Context: an optimization exercise on an open-source flow, tuned for small area. The choices shown serve that exercise and are no tape-out recipe. In this exercise RTL edits were held to simulation tests only and were not proved equivalent to the original. Power figures rest on the tool's default switching activity, not on a simulated workload.

==> flow/design.v <==
module edge_detector_s
(
  input clock, reset, din,
  output reg rising_confirma
);
  reg [16:0] contador;
  reg [1:0] EA;
  always @(posedge clock or posedge reset)
  begin
    if (reset == 1'b1) begin
	  EA <= 2'd0;
      rising_confirma <= 1'b0;
	  contador <= 17'd0;
    end
    else begin
      case (EA)
        2'd0 : begin
          if (din == 1'b1) begin
            contador <= 17'd0;
			EA <= 2'd1;
			rising_confirma <= 1'b1;
          end
        end
        2'd1 : begin
	      EA <= 2'd2;
	      rising_confirma <= 1'b0;
        end	
        default : begin
          if (din == 1'b0 && contador > 1300) begin  
            EA <= 2'd0;
		  end
		  else begin
		    contador <= contador + 1;
          end
        end
      endcase
    end
  end
endmodule
module dspl_drv_NexysA7 
#(parameter HALF_MS_COUNT = 500)
(
  input clock, reset,
  input [6:0] d1, d2, d3, d4, d5, d6, d7, d8, 
  output reg [7:0] an, dec_ddp
);
  reg ck_1KHz;
  reg [2:0] dig_selection;
  reg [5:0] selected_dig;
  reg [31:0] count_50K;
  always @(posedge clock or posedge reset)
  begin
    if (reset == 1'b1) begin
      ck_1KHz   <= 1'b0;
      count_50K <= 32'd0;
    end
    else begin
      if (count_50K == HALF_MS_COUNT-1) begin
        ck_1KHz   <= ~ck_1KHz;
        count_50K <= 32'd0;
      end
      else begin
        count_50K <= count_50K + 1;
      end
    end
  end
  always @(posedge clock or posedge reset)
  begin
    if (reset == 1'b1) begin
      dig_selection <= 3'd0;
      selected_dig  <= 5'd0;
      an            <= 8'b11111111;  
    end
    else if (count_50K == HALF_MS_COUNT-1 && ck_1KHz == 1'b0) begin
      if (dig_selection == 3'b111) begin
        dig_selection <= 3'd0;
      end
      else begin
        dig_selection <= dig_selection + 1;
      end
      case (dig_selection) 
        3'd0 : begin
          selected_dig <= d1[5:0];
          an <= {7'b1111111, ~d1[6]};
        end
        3'd1 : begin
          selected_dig <= d2[5:0];
          an <= {6'b111111, ~d2[6], 1'b1};
        end
        3'd2 : begin
          selected_dig <= d3[5:0];
          an <= {5'b11111, ~d3[6], 2'b11};
        end
        3'd3 : begin
          selected_dig <= d4[5:0];
          an <= {4'b1111, ~d4[6], 3'b111};
        end
        3'd4 : begin
          selected_dig <= d5[5:0];
          an <= {3'b111, ~d5[6], 4'b1111};
        end
        3'd5 : begin
          selected_dig <= d6[5:0];
          an <= {2'b11, ~d6[6], 5'b11111};
        end
        3'd6 : begin
          selected_dig <= d7[5:0];
          an <= {1'b1, ~d7[6], 6'b111111};
        end
        default : begin
          selected_dig <= d8[5:0];
          an <= {~d8[6], 7'b1111111};
        end
      endcase
    end
  end
  always @*
  begin
    case (selected_dig[5:1])
      5'h0 : dec_ddp[7:1] = 7'b0000001;  
      5'h1 : dec_ddp[7:1] = 7'b1001111;  
      5'h2 : dec_ddp[7:1] = 7'b0010010;  
      5'h3 : dec_ddp[7:1] = 7'b0000110;  
      5'h4 : dec_ddp[7:1] = 7'b1001100;  
      5'h5 : dec_ddp[7:1] = 7'b1000111;  
      5'h6 : dec_ddp[7:1] = 7'b0100100;  
      5'h7 : dec_ddp[7:1] = 7'b0110000;  
      5'h8 : dec_ddp[7:1] = 7'b0001111;  
      5'h9 : dec_ddp[7:1] = 7'b1000001;  
      5'hA : dec_ddp[7:1] = 7'b0011000;  
      5'hB : dec_ddp[7:1] = 7'b1100000;  
      5'hC : dec_ddp[7:1] = 7'b0110001;  
      5'hD : dec_ddp[7:1] = 7'b1110001;  
      5'hE : dec_ddp[7:1] = 7'b1000100;  
      5'hF : dec_ddp[7:1] = 7'b0100001;  
      5'h10: dec_ddp[7:1] = 7'b1111111;  
      5'h11: dec_ddp[7:1] = 7'b1111110;  
      default : dec_ddp[7:1] = 7'b1111111;  
    endcase
    dec_ddp[0] = selected_dig[0];  
  end
endmodule
module BullsAndCows (
    input clock,  
    input reset,  
    input confirma_rising,  
    input logic[15:0] SW,     
    output logic[15:0] led,   
    output logic[6:0] d1, d2, d3, d4, d5, d6, d7, d8  
);
localparam NULL = 4'b1111;
logic [3:0] num1, num2, num3, num4;
logic is_diff;
assign is_diff = (num1 != num2 && num1 != num3 && num1 != num4 && num2 != num3 && num2 != num4 && num3 != num4) ? 1 : 0;
assign led = 16'b0;
typedef enum logic [2:0] {  
    P1SETUP,
    P2SETUP,
    P1GUESS,
    P2GUESS,
    CHECK_IF_EQUAL,
    RESULT,
    PRINT_BC,
    WIN
} state_t;
state_t EA, PE, UE;
always_ff @(posedge clock or posedge reset) begin
    if(reset)begin
    EA <= P1SETUP;
    end else
    EA <= PE;
end
logic [15:0] P1SECRET;
logic [15:0] P2SECRET;
logic switchguess;  
logic [2:0]verifica;
logic [2:0] bulls;
logic [2:0] cows;
logic check_done;  
logic [15:0] SECRET;
assign SECRET = switchguess ? P1SECRET : P2SECRET;
always_comb begin
   PE = EA;
   case(EA)
    P1SETUP:
    begin
        if(confirma_rising) PE = CHECK_IF_EQUAL;
    end
    P2SETUP:
    begin
        if(confirma_rising) PE = CHECK_IF_EQUAL;
    end
    CHECK_IF_EQUAL:
    begin
        if(is_diff) begin
                if(UE == P1SETUP) begin PE = P2SETUP; end
        else    if(UE == P2SETUP) begin PE = P1GUESS; end
        else    if(UE == P1GUESS) begin PE = RESULT; end
        else    if(UE == P2GUESS) begin PE = RESULT; end
        end else begin
            PE = UE;
        end
    end
    P1GUESS:
    begin
        if(confirma_rising) PE = CHECK_IF_EQUAL;
    end
    P2GUESS:
    begin
        if(confirma_rising) PE = CHECK_IF_EQUAL;
    end
    RESULT:
    begin
        if( confirma_rising ) begin
        if(bulls == 4) begin
            PE = WIN;
        end else if (switchguess && verifica == 4) begin
            PE = P1GUESS;
        end else if (!switchguess && verifica == 4) begin
            PE = P2GUESS;
        end
        end
    end
    PRINT_BC:
    begin
    end
    WIN:
    begin
        if(confirma_rising ) PE = P1SETUP;
    end
   endcase
end
always_ff @(posedge clock) begin
    case(EA)
        P1SETUP: UE <= P1SETUP;
        P2SETUP: UE <= P2SETUP;
        P1GUESS: UE <= P1GUESS;
        P2GUESS: UE <= P2GUESS;
        default: ;
    endcase
end
always @(posedge clock or posedge reset) begin
    if(reset)begin
        P1SECRET <= 0;
        P2SECRET <= 0;
        bulls <= 0;
        cows <= 0;
        switchguess <= 0;
        verifica <= 0;
        check_done <=0;
    end
    else begin  
        case(EA)
            P1SETUP:
            begin
                num1 <= SW[3:0];
                num2 <= SW[7:4];
                num3 <= SW[11:8];
                num4 <= SW[15:12];
                P1SECRET <= SW;
            end
            P2SETUP:
            begin
                num1 <= SW[3:0];
                num2 <= SW[7:4];
                num3 <= SW[11:8];
                num4 <= SW[15:12];
                P2SECRET <= SW;
            end
            CHECK_IF_EQUAL:
            begin
            end
            P1GUESS:
            begin
                num1 <= SW[3:0];
                num2 <= SW[7:4];
                num3 <= SW[11:8];
                num4 <= SW[15:12];
                cows <= 0;
                bulls <= 0;
                verifica <= 0;
                if(confirma_rising) switchguess <= 0;
            end
            P2GUESS:
            begin
                num1 <= SW[3:0];
                num2 <= SW[7:4];
                num3 <= SW[11:8];
                num4 <= SW[15:12];
                bulls <= 0;
                cows <=0;
                verifica <= 0;
                if(confirma_rising) switchguess <= 1;
            end
            RESULT:  
            begin
                case(verifica)
                    0: begin
                        if (num4 == SECRET[15:12]) begin
                        bulls <= bulls + 1;
                        num4 <= NULL;
                        end else if (
                        (num4 == SECRET[11:8] || num4 == SECRET[7:4] || num4 == SECRET[3:0])) begin
                        cows <= cows + 1;
                        num4 <= NULL;
                        end
                        verifica <= verifica + 1;
                    end
                    1: begin
                        if (num3 == SECRET[11:8]) begin
                            bulls <= bulls + 1;
                            num3 <= NULL;
                        end else if (
                            (num3 == SECRET[15:12] || num3 == SECRET[7:4] || num3 == SECRET[3:0])) begin
                            cows <= cows + 1;
                            num3 <= NULL;
                        end
                        verifica <= verifica + 1;
                    end
                    2: begin
                        if (num2 == SECRET[7:4]) begin
                                bulls <= bulls + 1;
                                num2 <= NULL;
                            end else if (
                                (num2 == SECRET[15:12] || num2 == SECRET[11:8] || num2 == SECRET[3:0])) begin
                                cows <= cows + 1;
                                num2 <= NULL;
                            end
                            verifica <= verifica + 1;
                    end
                    3: begin
                            if (num1 == SECRET[3:0] && verifica == 3) begin
                                bulls <= bulls + 1;
                                num1 <= NULL;
                            end else if ((num1 == SECRET[15:12] || num1 == SECRET[11:8] || num1 == SECRET[7:4])) begin
                                cows <= cows + 1;
                                num1 <= NULL;
                            end
                            verifica <= verifica + 1;
                    end
                    4: begin
                    end
                    default: ;
                endcase
            end  
                WIN:
                begin
                end
                default: ;
        endcase
        end  
    end  
    always @(posedge clock) begin
        case (EA)
            CHECK_IF_EQUAL: begin
                d8 <= {1'b1, 5'h11, 1'b1};
                d7 <= {1'b1, 5'h11, 1'b1};
                d6 <= {1'b1, 5'h11, 1'b1};
                d5 <= {1'b1, 5'h11, 1'b1};
                d4 <= {1'b1, 5'h11, 1'b1};
                d3 <= {1'b1, 5'h11, 1'b1};
                d2 <= {1'b1, 5'h11, 1'b1};
                d1 <= {1'b1, 5'h11, 1'b1};
            end
            P1SETUP: begin
                d8 <= {1'b1, 5'h5, 1'b1};
                d7 <= {1'b1, 5'h1, 1'b1};
                d6 <= {1'b1, 5'h10, 1'b1};
                d5 <= {1'b1, 5'h6, 1'b1};
                d4 <= {1'b1, 5'h7, 1'b1};
                d3 <= {1'b1, 5'h8, 1'b1};
                d2 <= {1'b1, 5'h9, 1'b1};
                d1 <= {1'b1, 5'hA, 1'b1};
            end
            P2SETUP: begin
                d8 <= {1'b1, 5'h5, 1'b1};
                d7 <= {1'b1, 5'h2, 1'b1};
                d6 <= {1'b1, 5'h10, 1'b1};
                d5 <= {1'b1, 5'h6, 1'b1};
                d4 <= {1'b1, 5'h7, 1'b1};
                d3 <= {1'b1, 5'h8, 1'b1};
                d2 <= {1'b1, 5'h9, 1'b1};
                d1 <= {1'b1, 5'hA, 1'b1};
            end
            P1GUESS: begin
                d8 <= {1'b1, 5'h5, 1'b1};
                d7 <= {1'b1, 5'h1, 1'b1};
                d6 <= {1'b1, 5'h10, 1'b1};
                d5 <= {1'b1, 5'hF, 1'b1};
                d4 <= {1'b1, 5'h9, 1'b1};
                d3 <= {1'b1, 5'h7, 1'b1};
                d2 <= {1'b1, 5'h6, 1'b1};
                d1 <= {1'b1, 5'h6, 1'b1};
            end
            P2GUESS: begin
                d8 <= {1'b1, 5'h5, 1'b1};
                d7 <= {1'b1, 5'h2, 1'b1};
                d6 <= {1'b1, 5'h10, 1'b1};
                d5 <= {1'b1, 5'hF, 1'b1};
                d4 <= {1'b1, 5'h9, 1'b1};
                d3 <= {1'b1, 5'h7, 1'b1};
                d2 <= {1'b1, 5'h6, 1'b1};
                d1 <= {1'b1, 5'h6, 1'b1};
            end
            RESULT: begin
                d8 <= {1'b1, 2'b00, bulls, 1'b1};  
                d7 <= {1'b1, 5'h10, 1'b1};  
                d6 <= {1'b1, 5'hB, 1'b1};  
                d5 <= {1'b1, 5'h10, 1'b1};  
                d4 <= {1'b1, 5'h10, 1'b1};  
                d3 <= {1'b1, 2'b00, cows, 1'b1};  
                d2 <= {1'b1, 5'h10, 1'b1};  
                d1 <= {1'b1, 5'hC, 1'b1};  
            end
            PRINT_BC:begin
                d8 <= {1'b1, 2'b00, bulls, 1'b1};  
                d7 <= {1'b1, 5'h10, 1'b1};  
                d6 <= {1'b1, 5'hB, 1'b1};  
                d5 <= {1'b1, 5'h10, 1'b1};  
                d4 <= {1'b1, 5'h10, 1'b1};  
                d3 <= {1'b1, 2'b00, cows, 1'b1};  
                d2 <= {1'b1, 5'h10, 1'b1};  
                d1 <= {1'b1, 5'hC, 1'b1};  
            end
            WIN: begin
                d8 <= {1'b1, 5'hB, 1'b1};
                d7 <= {1'b1, 5'h9, 1'b1};
                d6 <= {1'b1, 5'hD, 1'b1};
                d5 <= {1'b1, 5'hD, 1'b1};
                d4 <= {1'b1, 5'h6, 1'b1};
                d3 <= {1'b1, 5'h7, 1'b1};
                d2 <= {1'b1, 5'hE, 1'b1};
                d1 <= {1'b1, 5'h7, 1'b1};
            end
            default: begin
                d8 <= {1'b1, 5'h10, 1'b1};  
                d7 <= {1'b1, 5'h10, 1'b1};  
                d6 <= {1'b1, 5'h10, 1'b1};  
                d5 <= {1'b1, 5'h10, 1'b1};  
                d4 <= {1'b1, 5'h10, 1'b1};  
                d3 <= {1'b1, 5'h10, 1'b1};  
                d2 <= {1'b1, 5'h10, 1'b1};  
                d1 <= {1'b1, 5'h10, 1'b1};  
            end
        endcase
    end
endmodule
module top_nexys_a7 (
    input clock,  
    input reset,  
    input confirma,  
    input logic[15:0] SW,     
    output logic[15:0] LED,   
    output logic [7:0] AN,  
    output logic [7:0] DIGIT  
);
logic[6:0] d1, d2, d3, d4, d5, d6, d7, d8;
logic confirma_rising;
dspl_drv_NexysA7 display(
    .clock(clock),
    .reset(reset),
    .d1(d1),
    .d2(d2),
    .d3(d3),
    .d4(d4),
    .d5(d5),
    .d6(d6),
    .d7(d7),
    .d8(d8),
    .an(AN),
    .dec_ddp(DIGIT)
);
BullsAndCows game(
    .clock(clock),
    .reset(reset),
    .confirma_rising(confirma_rising),
    .led(LED),
    .SW(SW),
    .d1(d1),
    .d2(d2),
    .d3(d3),
    .d4(d4),
    .d5(d5),
    .d6(d6),
    .d7(d7),
    .d8(d8)
);
edge_detector_s borda(
    .clock(clock),
    .reset(reset),
    .din(confirma),
    .rising_confirma(confirma_rising)
);
endmodule
==> flow/run.sh <==
#!/bin/bash
# synth_recipe.tcl (not shown) runs the flow's synth.tcl, then flattens the netlist and writes it again
# the make line also repeats each setting of config.mk as NAME=value (left out here)
make -C /OpenROAD-flow-scripts/flow DESIGN_CONFIG=/design/flow/config.mk WORK_HOME=/design/flow/orfs CLKGATE_MAP_FILE= SYNTH_SCRIPT=/design/flow/synth_recipe.tcl finish
==> flow/config.mk <==
export PLATFORM = sky130hd
export DESIGN_NAME = top_nexys_a7
export DESIGN_NICKNAME = top_nexys_a7
export VERILOG_FILES = /design/flow/design.v
export SDC_FILE = /design/flow/constraint.sdc
export NUM_CORES = 4
export LEC_CHECK = 0
export CAP_MARGIN = 20
export CORE_MARGIN = 2
export CORE_UTILIZATION = 40
export SLEW_MARGIN = 20
==> flow/constraint.sdc <==
create_clock -name core_clock -period 10.0 [get_ports {clock}]
set_input_delay 2.0000 -clock core_clock [delete_from_list [all_inputs] [get_ports {clock}]]
set_output_delay 2.0000 -clock core_clock [all_outputs]
set_load 0.01 [all_outputs]
==> impl_metrics.yaml <==
global_routing:
  grt_usage_pct: 15.7
  grt_start_max_net_pins: 71
  antenna_found_initial: 0
  grt_pass1_vias: 5842
  grt_first_pass_wirelength_mm: 30.2
  overflow: 0
logic_synthesis:
  synth_cell_types: 67
  yosys-top-cells-count: "dfrtp_1 (107), xnor2_1 (93), nand2_1 (67), nor2_1 (66), xor2_1 (40)"
  synth_area_leaders: "dfrtp_1 (30%), xnor2_1 (9.2%), dfxtp_1 (6.6%)"
  synthCells: 863
  synthFlopType: "dfrtp_1"
  ys_seq_elements: 162
  synth-edff-count: 18
  netlist_area_mm2: 0.00881
  yosysTopAreaCell: "dfrtp_1"
  post-synth-top-count-cell: "dfrtp_1"
  ys_seq_area_share_pct: 45.5
  synth_warnings: 3
  avgSynthCellArea_um2: 10.2
  synthArstFlopShare_pct: 71.0
  yosysTopAreaCellShare_pct: 30.4
floorplanning:
  pin_count: 51
  core_area_mm2: 0.0217
  num_rows: 54
  chipWidth_um: 152
  dieArea_mm2: 0.0232
  die_y_um: 152
  start_util_pct: 40.6
placed_design:
  dp_hpwl_mm: 11.8
  routabilityCongestion: 0.821
  buffer_ports.inserted: 34
routing:
  post_drt_wl_per_cell_um: 15.2
  routed-via-count: 5984
  routed_via_density: 5.15
  postRouteAntennaNets: 0
  detail_route.iter0.violations: 326
  first_pass_iters: 5
  wirelength_mm: 17.6
  drc_errors: 0
hold_path:
  hp-class: "reg2reg"
worst_setup_path:
  crit_type: "reg2out"
  crit_fanout: 9
  crit_chain: "inv_1, ha_1, mux4_2, or2_2, clkdlybuf4s50_1"
  worstPathRequired_ns: 8.00
  end_kind: "primary output"
  critPathTopFamily: "buffers and inverters"
  start_kind: "flip-flop"
  cp.arrival_ns: 2.58
  slowest_delay_ns: 0.51
  critPathBufInv: 2
  critPathSlowestCell: "dfrtp_1"
timing:
  hold_violations: 0
  finalCriticalPeriod_ns: 4.58
  max_freq_mhz: 218
  skew_ns: 0.0185
  slew_headroom_pct: 33.4
  finalSetupTns_ns: 0
  tightest_slew_ns: 0.997
  grt_setup_unrepaired: "no"
  drv_slew: 0
  period_share_pct: 45.8
  finalSetupViolCount: 0
cts:
  cts_root_buffer: "clkbuf_16"
  htreeDepth: 4
  clock_latency_ns: 0.44
  cts_setup_buffers: 0
  clock-sinks: 162
  cts-resized-gates: 0
  clk_pin_slew_ns: 0.06
  tritoncts: "done"
  postCtsHoldBufs: 0
  cts_buffer_depth: 2
  numCtsBuffers: 17
status:
  status: "complete, no violations"
power_and_ir_drop:
  power_density_mw_per_mm2: 142
  leakage_nw: 4.13
  ir_drop_v: 0.000118
  totalPowerFinal_mw: 1.40
cells_and_area:
  final_layout_size_suffix_gt1_share_pct: 11.4
  fin_util_pct: 45.5
  area_growth_pct: 11.9
  fin_nets: 917
  nFillCells: 2030
  antenna_cells: 0
flow_run:
  drv_cap: 0
[path summary, 6_finish.rpt]
check	from	to	slack, ns	depth (start not counted)
max in group asynchronous	reset	borda.contador[11]	6.65	3
worst min-delay path	display.an[6]	display.an[6]	0.48	2
worst max-delay path	display.selected_dig[1]	DIGIT[7]	5.42	5
min in group asynchronous	reset	game.P2SECRET[12]	2.04	2
worst min register to register	display.an[6]	display.an[6]	0.48	2
worst max register to register	game.EA[2]	game.bulls[2]	6.61	7
[final cells by class]
| cell class | instances | area (µm²) | area share, % |
|---|---|---|---|
| clock inverters | 12 | 115 | 1.17 |
| inverters | 35 | 134 | 1.36 |
| multi-input cells | 616 | 4400 | 44.6 |
| clock buffers | 20 | 479 | 4.86 |
| repair buffers | 38 | 370 | 3.76 |
| flip-flops and latches | 162 | 4010 | 40.7 |
| well taps | 280 | 350 | 3.55 |
[sequential cells by signal, summed over array words and instances (netlist names), 5 cells and up]
signal,count
game.d3,5
borda.contador,17
game.d1,5
display.selected_dig,6
game.P2SECRET,16
display.count_50K,32
display.an,8
game.P1SECRET,16
[where the power goes]
part	internal [mW]	switching [mW]	total, mW
clock network	0.377	0.281	0.658
logic	0.0283	0.0298	0.0581
registers	0.672	0.0161	0.688
[tightest hold or removal path: stages, from the launching register on]
cell	delay, ns
dfstp_2	0.37
nand2_1	0.04
o21ai_0	0.06
[routing by layer]
metal,global-route usage [%],up-vias,share of wire (%)
li1,-,2959,-
met4,4.76,0,1.6
met1,21.8,2898,49
met2,24.9,108,46
met3,3.33,19,3.2
met5,0,-,0
[per-stage QoR]
stage | instances | hold WS, ns | setup WS [ns] | cell area [µm²]
after global placement | 1131 | 0.459 | 5.89 | 9270
after detailed placement | 1131 | 0.471 | 5.87 | 9270
after CTS | 1163 | 0.481 | 5.40 | 9860
after floorplan | 878 | 0.435 | 4.97 | 8860
after global routing | 1163 | 0.499 | 5.28 | 9860
final | 1163 | 0.475 | 5.42 | 9860
[cell families after synthesis]
logic type	after synthesis	synth area share [%]
adders and majority gates	28	3.98
AOI/OAI and AO/OA	111	8.25
muxes	55	7.84
xor gates and xnor gates	133	13.2
buffers and inverters	100	5.27
DFF	162	45.5
and+or+nand+nor	273	15.9
other	1	0.0426
[cells in the final DEF (no fill, tap or decap), types with 29 or more instances in the layout]
cell / n
nor2_1: 66
dfrtp_1: 107
mux2_2: 34
o21ai_0: 34
xor2_1: 40
nand2_1: 67
clkdlybuf4s50_1: 34
inv_1: 33
dfxtp_1: 29
xnor2_1: 93

-- re-timing with driven ports --
How much do the figures lean on ideal ports? The routed layout below was timed once more, with nothing changed but the port constraints. Step 1 assumes that a clkbuf_16 drives the clock port and a buf_2 every other input. Step 2 moves the port delays by t, midway between the first and last clock arrival at a register: inputs arrive t later, outputs are due t later. That takes back most of the time a late clock gives input paths. a / b / c = no drivers / after step 1 / after step 2; a / b = the first two.
t (ns): 0.471
slack for setup (ns): 5.422 / 5.378 / 5.849
worst register clock-pin slew, ns: 0.07 / 0.07
After both steps setup and hold are still met in this run. For this run, drivers alone change the setup slack by -0.044 ns; drivers and shift together by +0.427 ns.
